This is an optimization exercise on Yosys and OpenROAD, whose aim is small area, not a production implementation. At most, simulation tests tie the RTL to the original design; equivalence was not proved. Power is estimated from default activity; no workload was simulated.

== try-violet ==
// FIFO_sync
module FIFO_sync(clk,reset,wr_en,rd_en,din,dout,full,empty);
Size in the first run: roughly 290 cells after synthesis, about 5200 um2 of cells after synthesis.
export LEC_CHECK = 0
export CAP_MARGIN = 20
export CORE_MARGIN = 2
export CORE_UTILIZATION = 40
export CTS_BUF_LIST = sky130_fd_sc_hd__clkbuf_4
export SLEW_MARGIN = 20
export SYNTH_HIERARCHICAL = 1
export SYNTH_MINIMUM_KEEP_SIZE = 0
create_clock -name core_clock -period 5.0 [get_ports {clk}]
run.sh (not shown) runs the stock make flow with config.mk's settings and CLKGATE_MAP_FILE= SYNTH_SCRIPT=/design/flow/synth_recipe.tcl, a recipe that flattens the netlist after the stock synthesis.
Relative to try-violet, the following input files were edited for try-garnet:
# try-violet
export LEC_CHECK = 0
export CAP_MARGIN = 20
export CORE_MARGIN = 2
export CORE_UTILIZATION = 40
export CTS_BUF_LIST = sky130_fd_sc_hd__clkbuf_4
export SLEW_MARGIN = 20
export SYNTH_HIERARCHICAL = 1
export SYNTH_MINIMUM_KEEP_SIZE = 0
create_clock -name core_clock -period 5.0 [get_ports {clk}]
# try-garnet
export LEC_CHECK = 0
export CAP_MARGIN = 20
export CORE_MARGIN = 2
export CORE_UTILIZATION = 40
export CTS_BUF_LIST = sky130_fd_sc_hd__clkbuf_2 sky130_fd_sc_hd__clkbuf_4 sky130_fd_sc_hd__clkbuf_8
export SLEW_MARGIN = 20
export SYNTH_HIERARCHICAL = 1
export SYNTH_MINIMUM_KEEP_SIZE = 0
create_clock -name core_clock -period 5.0 [get_ports {clk}]
## What came out
Taking try-violet as the reference point, the routed wirelength normalized by instance count of try-garnet rises by 0.54%.
The met1 usage in global routing number comes out higher for try-violet vs try-garnet.
Clock input transition at the sequential cells of the worst setup and hold paths in try-garnet vs try-violet: down 40 ps
The non-clock buffer share of cell area was comparable across try-garnet and try-violet.
Compared with try-violet, try-garnet shows routed wire length higher by about 0.35%.
NOTE: final standard cell utilization of the core in try-garnet exceeds that of try-violet
Summary — area added between synthesis and finish, try-garnet relative to try-violet: higher, by 2.0 points.
Maximum achievable frequency was higher in try-violet than in try-garnet.
try-violet -> try-garnet: total power increased by a few percent
Diff try-violet -> try-garnet: global-route usage over all layers roughly the same, maximum number of pins on one net before global-route repair level.
No run of this note included a check of the RTL's function; only the layout flow was run.

Another version of the RTL of FIFO_sync (not shown whole).
Size: roughly 260 cells after synthesis, roughly 22 I/O pins, ~5100 um2 of cells after synthesis.
export LEC_CHECK = 0
export CAP_MARGIN = 20
export CORE_MARGIN = 2
export CORE_UTILIZATION = 40
export SLEW_MARGIN = 20
export SYNTH_HIERARCHICAL = 1
export SYNTH_MINIMUM_KEEP_SIZE = 0
create_clock -name core_clock -period 5.0 [get_ports {clk}]
standard.sh (not shown) runs the stock make flow with config.mk's settings and CLKGATE_MAP_FILE= SYNTH_SCRIPT=/design/flow/synth_recipe.tcl, a recipe that flattens the netlist after the stock synthesis.
==> flow/flow/run.sh <==
#!/bin/bash
# Standard layout, with small port buffers and a clock tree without dummy loads.
set -euo pipefail
bash standard.sh \
  BUFFER_PORTS_ARGS="-buffer_cell sky130_fd_sc_hd__buf_1" \
  CTS_ARGS="-sink_clustering_enable -repair_clock_nets -dont_use_dummy_load -buf_list {sky130_fd_sc_hd__clkbuf_2 sky130_fd_sc_hd__clkbuf_4 sky130_fd_sc_hd__clkbuf_8} -sink_clustering_size 30" \
  finish > make.log 2>&1
The starting point ran to the end with no violations.
Next try:
==> flow/flow/run.sh (replaced) <==
#!/bin/bash
# Standard layout, with small port buffers and a clock tree without dummy loads.
set -euo pipefail
bash standard.sh \
  BUFFER_PORTS_ARGS="-buffer_cell sky130_fd_sc_hd__buf_1" \
  CTS_ARGS="-sink_clustering_enable -repair_clock_nets -dont_use_dummy_load -buf_list sky130_fd_sc_hd__clkbuf_4" \
  finish > make.log 2>&1
Outcome: Final area is lower slightly. Utilization went down by 0.83 points. Area after synthesis stays the same. Global-route usage drops by 0.19 points. Flip-flop and latch count stays the same. Hold slack is about the same. First-iteration DRC count rises by a few percent. Wire length barely changes. Non-clock buffer count stays the same.

## run A
FIFO_sync, a different RTL version from the one above (not shown whole).
Size: roughly 140 flip-flops, roughly 22 I/O pins.
## FIFO_sync
module FIFO_sync(clk,reset,wr_en,rd_en,din,dout,full,empty);
  input clk,reset;
  input wr_en,rd_en;
  input [7:0]din;
  output [7:0]dout;
  output full,empty;
  reg [7:0] dout;
  reg [4:0] count;
  reg [7:0] mem [0:15];    
  integer i;
  wire wr, rd, rd_n;
  wire [4:0] count_nxt;
  wire [15:0] sel;
  assign full = count[4];
  fifo_ctl ctl (.reset(reset), .wr_en(wr_en), .rd_en(rd_en), .c(count),
                .wr(wr), .rd(rd), .rd_n(rd_n), .empty(empty), .cn(count_nxt));
  fifo_dec dec (.rd(rd), .c(count[3:0]), .sel(sel));
  wire [7:0] rdata;
  genvar b;
  generate
    for (b = 0; b < 8; b = b + 1) begin : g_bit
      fifo_rmux m (.sel(sel), .hold(rd_n),
                   .d({mem[15][b], mem[14][b], mem[13][b], mem[12][b],
                       mem[11][b], mem[10][b], mem[9][b],  mem[8][b],
                       mem[7][b],  mem[6][b],  mem[5][b],  mem[4][b],
                       mem[3][b],  mem[2][b],  mem[1][b],  mem[0][b]}),
                   .q(dout[b]), .y(rdata[b]));
    end
  endgenerate
  always @(posedge clk)
    dout <= rdata;
  always @(posedge clk)
    count <= count_nxt;
  always @(posedge clk)
    if (wr) begin
      mem[1] <= din;
      for (i = 2; i <= 15; i = i + 1)
  ...
Settings: LEC_CHECK=0, CAP_MARGIN=20, CORE_MARGIN=2, CORE_UTILIZATION=70, PLACE_DENSITY=0.85, SLEW_MARGIN=20, SYNTH_HIERARCHICAL=1, SYNTH_MINIMUM_KEEP_SIZE=0; clock period 5.0 ns.
==> flow/flow/run.sh <==
#!/bin/bash
# Standard layout with three changes that only affect cell sizes:
#  - port buffers are buf_1 cells;
#  - after floorplan every combinational cell is set to its smallest size
#    (repair_design later upsizes where slew or load needs it);
#  - the clock tree uses clkbuf_4 and no dummy loads.
set -euo pipefail
here=$(pwd)
bash standard.sh \
  BUFFER_PORTS_ARGS="-buffer_cell sky130_fd_sc_hd__buf_1" \
  POST_FLOORPLAN_TCL="$here/flow/downsize.tcl" \
  CTS_ARGS="-sink_clustering_enable -repair_clock_nets -dont_use_dummy_load -buf_list sky130_fd_sc_hd__clkbuf_4" \
  finish > make.log 2>&1
==> flow/flow/downsize.tcl <==
# Resize every combinational cell to the smallest drive of its own
# function; repair_design then upsizes only where slew or load demand it.
proc fifo_downsize {} {
  set n 0
  foreach inst [get_cells *] {
    set master [get_property $inst ref_name]
    if {![regexp {^(sky130_fd_sc_hd__[a-z0-9]+)_([0-9]+)$} $master -> base drive]} { continue }
    if {[regexp {^sky130_fd_sc_hd__(df|edf|sdf|tap|fill|decap|conb|clk|dly|buf|inv)} $base]} { continue }
    set best ""
    set best_area 1e9
    foreach cand [get_lib_cells */${base}_*] {
      set cn [get_property $cand name]
      if {[lsearch -exact $::env(DONT_USE_CELLS) $cn] >= 0} { continue }
      set a [get_property $cand area]
      if {$a < $best_area} { set best_area $a; set best $cand }
    }
    set cur [get_property [get_lib_cells */$master] area]
    if {$best ne "" && $best_area < $cur} {
      if {[replace_cell $inst $best]} { incr n }
    }
  }
  puts "fifo_downsize: resized $n cells"
}
fifo_downsize
Run A completed end to end with timing, DRC and antenna clean.
Modified inputs, run B compared to run A
- clearing PLACE_DENSITY, which used to be 0.85
- swapping 70 for 40 in CORE_UTILIZATION
Results
Comparing the two runs side by side, run B comes out behind run A on standby leakage power.
Run B reports a lower register fraction of the total cell area than run A does.
Delta(wire length, run B - run A) > 0
The inputs of run C differ from those of run B as listed below.
- an added PLACE_DENSITY of 0.85
- a change of CAP_MARGIN from 20 to 0
- a change of CORE_UTILIZATION from 40 to 70
- a change of SLEW_MARGIN from 20 to 0
==> comparison <==
- Run B and run C ended up with roughly the same mux cell area share after synthesis.
- Of the two values seen for capture point of the worst path, dout[7] was produced by run B and dout[0] by run C.
- Detailed placer's ending HPWL: run C vs run B down about 0.6%
- Power in combinational cells of run B is on par with run C.
- Going from run B to run C, design area now sits lower; clock network fraction of design power now sits lower.
- Looking at final worst hold slack across run C and run B, the one that comes out lower is run B.
- In the metrics for run C and run B, the one carrying the higher critical path buffer and inverter count is run B.
- Compared with run B, run C shows a higher starting density of the core.
- Per the comparison of run C with run B, critical path's largest stage delay went down, clock edge transition at the registers on the reported setup and hold paths went down.
Function was not checked in any run of this note: the RTL went through the layout flow alone.

## port drivers added, routing unchanged
The flow's constraints put no driver on any port. The routed layouts listed below were extracted and timed again, unchanged, in two steps. Step 1 (the two cells are an assumption about what drives the block):
set clk [get_ports {clk}]
set_driving_cell -lib_cell sky130_fd_sc_hd__clkbuf_16 $clk
set_driving_cell -lib_cell sky130_fd_sc_hd__buf_2 [delete_from_list [all_inputs] $clk]
Step 2 adds t to the input delays and takes it off the output delays; t is the mean of the earliest and latest rising clock arrival at the registers after step 1. Input paths then give back, and output paths get back, about the clock's delay inside the block. Slacks: ideal / step 1 / step 2; pairs: ideal / step 1.
run	shift t [ns]	setup slack, ns	worst setup path at the end	worst slew at a driven data input, ns
try-violet	0.546	1.514 / 1.524 / 0.978	input to register	0.03
try-garnet	0.463	1.426 / 1.437 / 0.975	input to register	0.03
the first run of note 2	0.450	1.842 / 1.851 / 1.402	input to register	0.03
the second run of note 2	0.537	1.865 / 1.865 / 1.445	input to register	0.04
run A	0.519	1.782 / 1.782 / 1.521	input to register	0.03
run B	0.526	2.110 / 2.110 / 1.674	input to register	0.03
run C	0.519	1.782 / 1.782 / 1.521	input to register	0.03
After both steps every run listed still meets setup and hold. For try-violet, which loses most, drivers alone change the setup slack by +0.010 ns; drivers and shift together by -0.536 ns.
